Source: an optimization exercise on an open RTL-to-GDS flow (aim: small area and a short achievable clock period). Production flows keep margins and buffers that such runs may drop. Only simulation tests tie the RTL to the original design; equivalence was not proved. The clock port is modelled as an ideal driver; clocking choices that lean on that would not hold on a real chip. Power is estimated from default activity; no workload was simulated.

Design wallace_multiplier_16bit, start of the top module:
module wallace_multiplier_16bit(
    input  wire        clk,
    input  wire        rst,
    input  wire [15:0] multiplicand,
    input  wire [15:0] multiplier,
    output reg  [31:0] result
);
Size in the first run: roughly 1100 cells after synthesis, ~66 I/O pins, roughly 13000 µm² of cells after synthesis.
export LEC_CHECK = 0
export CAP_MARGIN = 20
export CORE_MARGIN = 2
export CORE_UTILIZATION = 60
export CTS_BUF_LIST = sky130_fd_sc_hd__clkbuf_4 sky130_fd_sc_hd__clkbuf_8
export CTS_CLUSTER_DIAMETER = 50
export CTS_CLUSTER_SIZE = 12
export SLEW_MARGIN = 20
export SYNTH_HIERARCHICAL = 1
export SYNTH_MINIMUM_KEEP_SIZE = 0
create_clock -name core_clock -period 3.0 [get_ports {clk}]
standard.sh (not shown) runs the stock make flow with config.mk's settings and CLKGATE_MAP_FILE= SYNTH_SCRIPT=/design/flow/synth_recipe.tcl, a recipe that flattens the netlist after the stock synthesis.
==> flow/flow/run.sh <==
#!/bin/bash
# Standard ORFS layout (the standard.sh) with these changes:
#  - plain buf_1 cells as the port buffers (buffer_ports picks delay cells by default);
#  - clock tree synthesis without dummy load cells;
set -euo pipefail
export BUFFER_PORTS_ARGS="-buffer_cell sky130_fd_sc_hd__buf_1"
export CTS_ARGS="-sink_clustering_enable -repair_clock_nets -dont_use_dummy_load -sink_clustering_size 12 -sink_clustering_max_diameter 50 -buf_list {sky130_fd_sc_hd__clkbuf_4 sky130_fd_sc_hd__clkbuf_8}"
SKIP_CTS_REPAIR_TIMING=1 SETUP_SLACK_MARGIN=0 bash standard.sh cts > standard_to_cts.log 2>&1
RES=orfs/results/${FLOW_PLATFORM:-sky130hd}/wallace_multiplier_16bit/base R5_MODE=none \
  openroad -no_init -exit flow/skew.tcl > skew.log 2>&1
SETUP_SLACK_MARGIN=1.22 bash standard.sh > standard_finish.log 2>&1
==> flow/flow/skew.tcl <==
proc insts_matching {pats} {
  set r {}
  foreach i [[ord::get_db_block] getInsts] {
    if {[$i findITerm CLK] eq "NULL"} continue
    foreach p $pats { if {[string match $p [$i getName]]} { lappend r $i; break } }
  }
  return $r
}
proc clk_net_of {inst} { return [[[$inst findITerm CLK] getNet] getName] }
proc busiest_net {insts} {
  set cnt [dict create]
  foreach i $insts { dict incr cnt [clk_net_of $i] }
  set best ""; set bn 0
  dict for {k v} $cnt { if {$v > $bn} { set best $k; set bn $v } }
  return $best
}
proc regroup {name insts src_net cells} {
  # a chain of the given buffer cells from src_net to the clock pins of insts
  set block [ord::get_db_block]
  set sx 0; set sy 0
  foreach i $insts {
    set b [$i getBBox]
    set sx [expr {$sx + ([$b xMin] + [$b xMax]) / 2}]
    set sy [expr {$sy + ([$b yMin] + [$b yMax]) / 2}]
  }
  set n [llength $insts]
  set x [expr {$sx / $n}]; set y [expr {$sy / $n}]
  set prev [$block findNet $src_net]
  set k 0
  foreach cell $cells {
    set inst [odb::dbInst_create $block [[ord::get_db] findMaster $cell] ${name}_$k]
    set net [odb::dbNet_create $block ${name}_${k}_net]
    $net setSigType CLOCK
    [$inst findITerm A] connect $prev
    [$inst findITerm X] connect $net
    $inst setLocation $x $y
    $inst setPlacementStatus PLACED
    set prev $net
    incr k
  }
  set old {}
  foreach i $insts {
    set it [$i findITerm CLK]
    lappend old [[$it getNet] getName]
    $it disconnect
    $it connect $prev
  }
  # drop clock buffers left without loads
  foreach on [lsort -unique $old] {
    set cn [$block findNet $on]
    if {$cn eq "NULL"} continue
    set loads 0
    foreach it [$cn getITerms] { if {[$it isInputSignal]} { incr loads } }
    if {$loads == 0} {
      foreach it [$cn getITerms] { odb::dbInst_destroy [$it getInst] }
      odb::dbNet_destroy $cn
      puts "removed clock net $on, left without loads"
    }
  }
  puts "$name: $cells drive $n clock pins from $src_net"
}
proc driver_input_net {netname} {
  # the net at the input of the buffer that drives netname
  foreach it [[[ord::get_db_block] findNet $netname] getITerms] {
    if {[$it isOutputSignal]} { return [[[[$it getInst] findITerm A] getNet] getName] }
  }
  return ""
}
proc halves_by_x {insts} {
  set l {}
  foreach i $insts { lappend l [list [[$i getBBox] xMin] $i] }
  set l [lsort -integer -index 0 $l]
  set h [expr {[llength $l] / 2}]
  set a {}; set b {}
  foreach e [lrange $l 0 [expr {$h - 1}]] { lappend a [lindex $e 1] }
  foreach e [lrange $l $h end] { lappend b [lindex $e 1] }
  return [list $a $b]
}
proc apply_skew {r5_mode} {
  lassign [halves_by_x [insts_matching {q1_*}]] a b
  regroup ckskew_r1a $a clk sky130_fd_sc_hd__clkbuf_16
  regroup ckskew_r1b $b clk sky130_fd_sc_hd__clkbuf_16
  set r5 [insts_matching {result* vld_n*}]
  set leaf [busiest_net $r5]
  if {$r5_mode eq "leaf"} {
    regroup ckskew_r5 $r5 $leaf sky130_fd_sc_hd__clkbuf_16
  } elseif {$r5_mode eq "mid"} {
    regroup ckskew_r5 $r5 [driver_input_net $leaf] {sky130_fd_sc_hd__clkbuf_2 sky130_fd_sc_hd__clkbuf_16}
  }
}

set res $::env(RES)
read_db $res/4_cts.odb
apply_skew $::env(R5_MODE)
detailed_placement
check_placement
write_db $res/4_cts.odb
Next try:
--- a/flow/flow/run.sh
+++ b/flow/flow/run.sh
@@ -11 +11 @@
-SETUP_SLACK_MARGIN=1.22 bash standard.sh > standard_finish.log 2>&1
+SETUP_SLACK_MARGIN=1.15 bash standard.sh > standard_finish.log 2>&1
After rerunning: Global-route usage is unchanged. Power went down slightly. Routed wire length is about the same. Cell count does not change. Sequential share of layout area stays flat. Clock skew is about the same. Sequential cell count does not change. Synthesized cell count stays the same. Sequential power is about the same.
Next try:
--- a/flow/flow/run.sh
+++ b/flow/flow/run.sh
@@ -11 +11 @@
-SETUP_SLACK_MARGIN=1.15 bash standard.sh > standard_finish.log 2>&1
+SETUP_SLACK_MARGIN=1.3 bash standard.sh > standard_finish.log 2>&1
=> The new run finished clean; setup slack improves by 0.063 ns; total power is higher by 1.9%; via count is higher by 1.5%; combinational power is higher by 5.8%; synthesized area does not change; wire length is higher by 1.0%; non-clock buffer count is higher by 10; sequential share of layout area is lower by 0.33 points; final area is higher by 1.4%.
Next try:
--- a/flow/flow/run.sh
+++ b/flow/flow/run.sh
@@ -11 +11 @@
-SETUP_SLACK_MARGIN=1.3 bash standard.sh > standard_finish.log 2>&1
+SETUP_SLACK_MARGIN=1.4 bash standard.sh > standard_finish.log 2>&1
=> Synthesized area stays the same; utilization increases by 1.9 points; count of clock-buffer cells in the layout does not change; synthesized cell count stays the same.
Next try:
--- a/flow/flow/run.sh
+++ b/flow/flow/run.sh
@@ -9 +9 @@
-RES=orfs/results/${FLOW_PLATFORM:-sky130hd}/wallace_multiplier_16bit/base R5_MODE=none \
+RES=orfs/results/${FLOW_PLATFORM:-sky130hd}/wallace_multiplier_16bit/base R5_MODE=mid \
@@ -11 +11 @@
-SETUP_SLACK_MARGIN=1.4 bash standard.sh > standard_finish.log 2>&1
+SETUP_SLACK_MARGIN=1.3 bash standard.sh > standard_finish.log 2>&1
--- a/flow/flow/skew.tcl
+++ b/flow/flow/skew.tcl
@@ -88 +88 @@
-    regroup ckskew_r5 $r5 [driver_input_net $leaf] {sky130_fd_sc_hd__clkbuf_2 sky130_fd_sc_hd__clkbuf_16}
+    regroup ckskew_r5 $r5 [driver_input_net $leaf] sky130_fd_sc_hd__clkbuf_16
Global-route usage hardly moves. Via count came out lower by 2.2%. Wire length came out lower by 1.3%. Sequential share of layout area came out higher by 0.83 points. Cell count came out lower by 2.5%.

==> re-timing with driven ports <==
How much do the figures lean on ideal ports? The routed layouts below were timed once more, with nothing changed but the port constraints.
Step 1, drivers: a clkbuf_16 drives clk and a buf_2 each remaining input, both assumed.
Step 2, shift: input delay + t, output delay - t, t = (earliest + latest rising clock arrival at the registers) / 2. This alone moves slack from input paths to output paths.
Slacks: ideal ports / drivers / drivers and shift; pairs: ideal ports / drivers.
run	t, ns	slack for setup (ns)	hold slack, ns	clock arrival spread, ns	worst register clock-pin slew, ns
the first run	0.421	1.218 / 1.218 / 1.218	0.140 / 0.098 / 0.201	0.450 / 0.450	0.09 / 0.09
the second run	0.418	1.196 / 1.196 / 1.196	0.143 / 0.102 / 0.196	0.448 / 0.448	0.09 / 0.09
the third run	0.419	1.259 / 1.259 / 1.259	0.138 / 0.097 / 0.256	0.450 / 0.450	0.09 / 0.09
the fourth run	0.418	1.256 / 1.256 / 1.256	0.140 / 0.098 / 0.141	0.446 / 0.447	0.09 / 0.09
the fifth run	0.433	1.279 / 1.217 / 1.292	0.094 / 0.053 / 0.181	0.478 / 0.478	0.11 / 0.11
Clock arrivals are far apart in every run listed, so t is only a midpoint there and step 2 fits no single register.
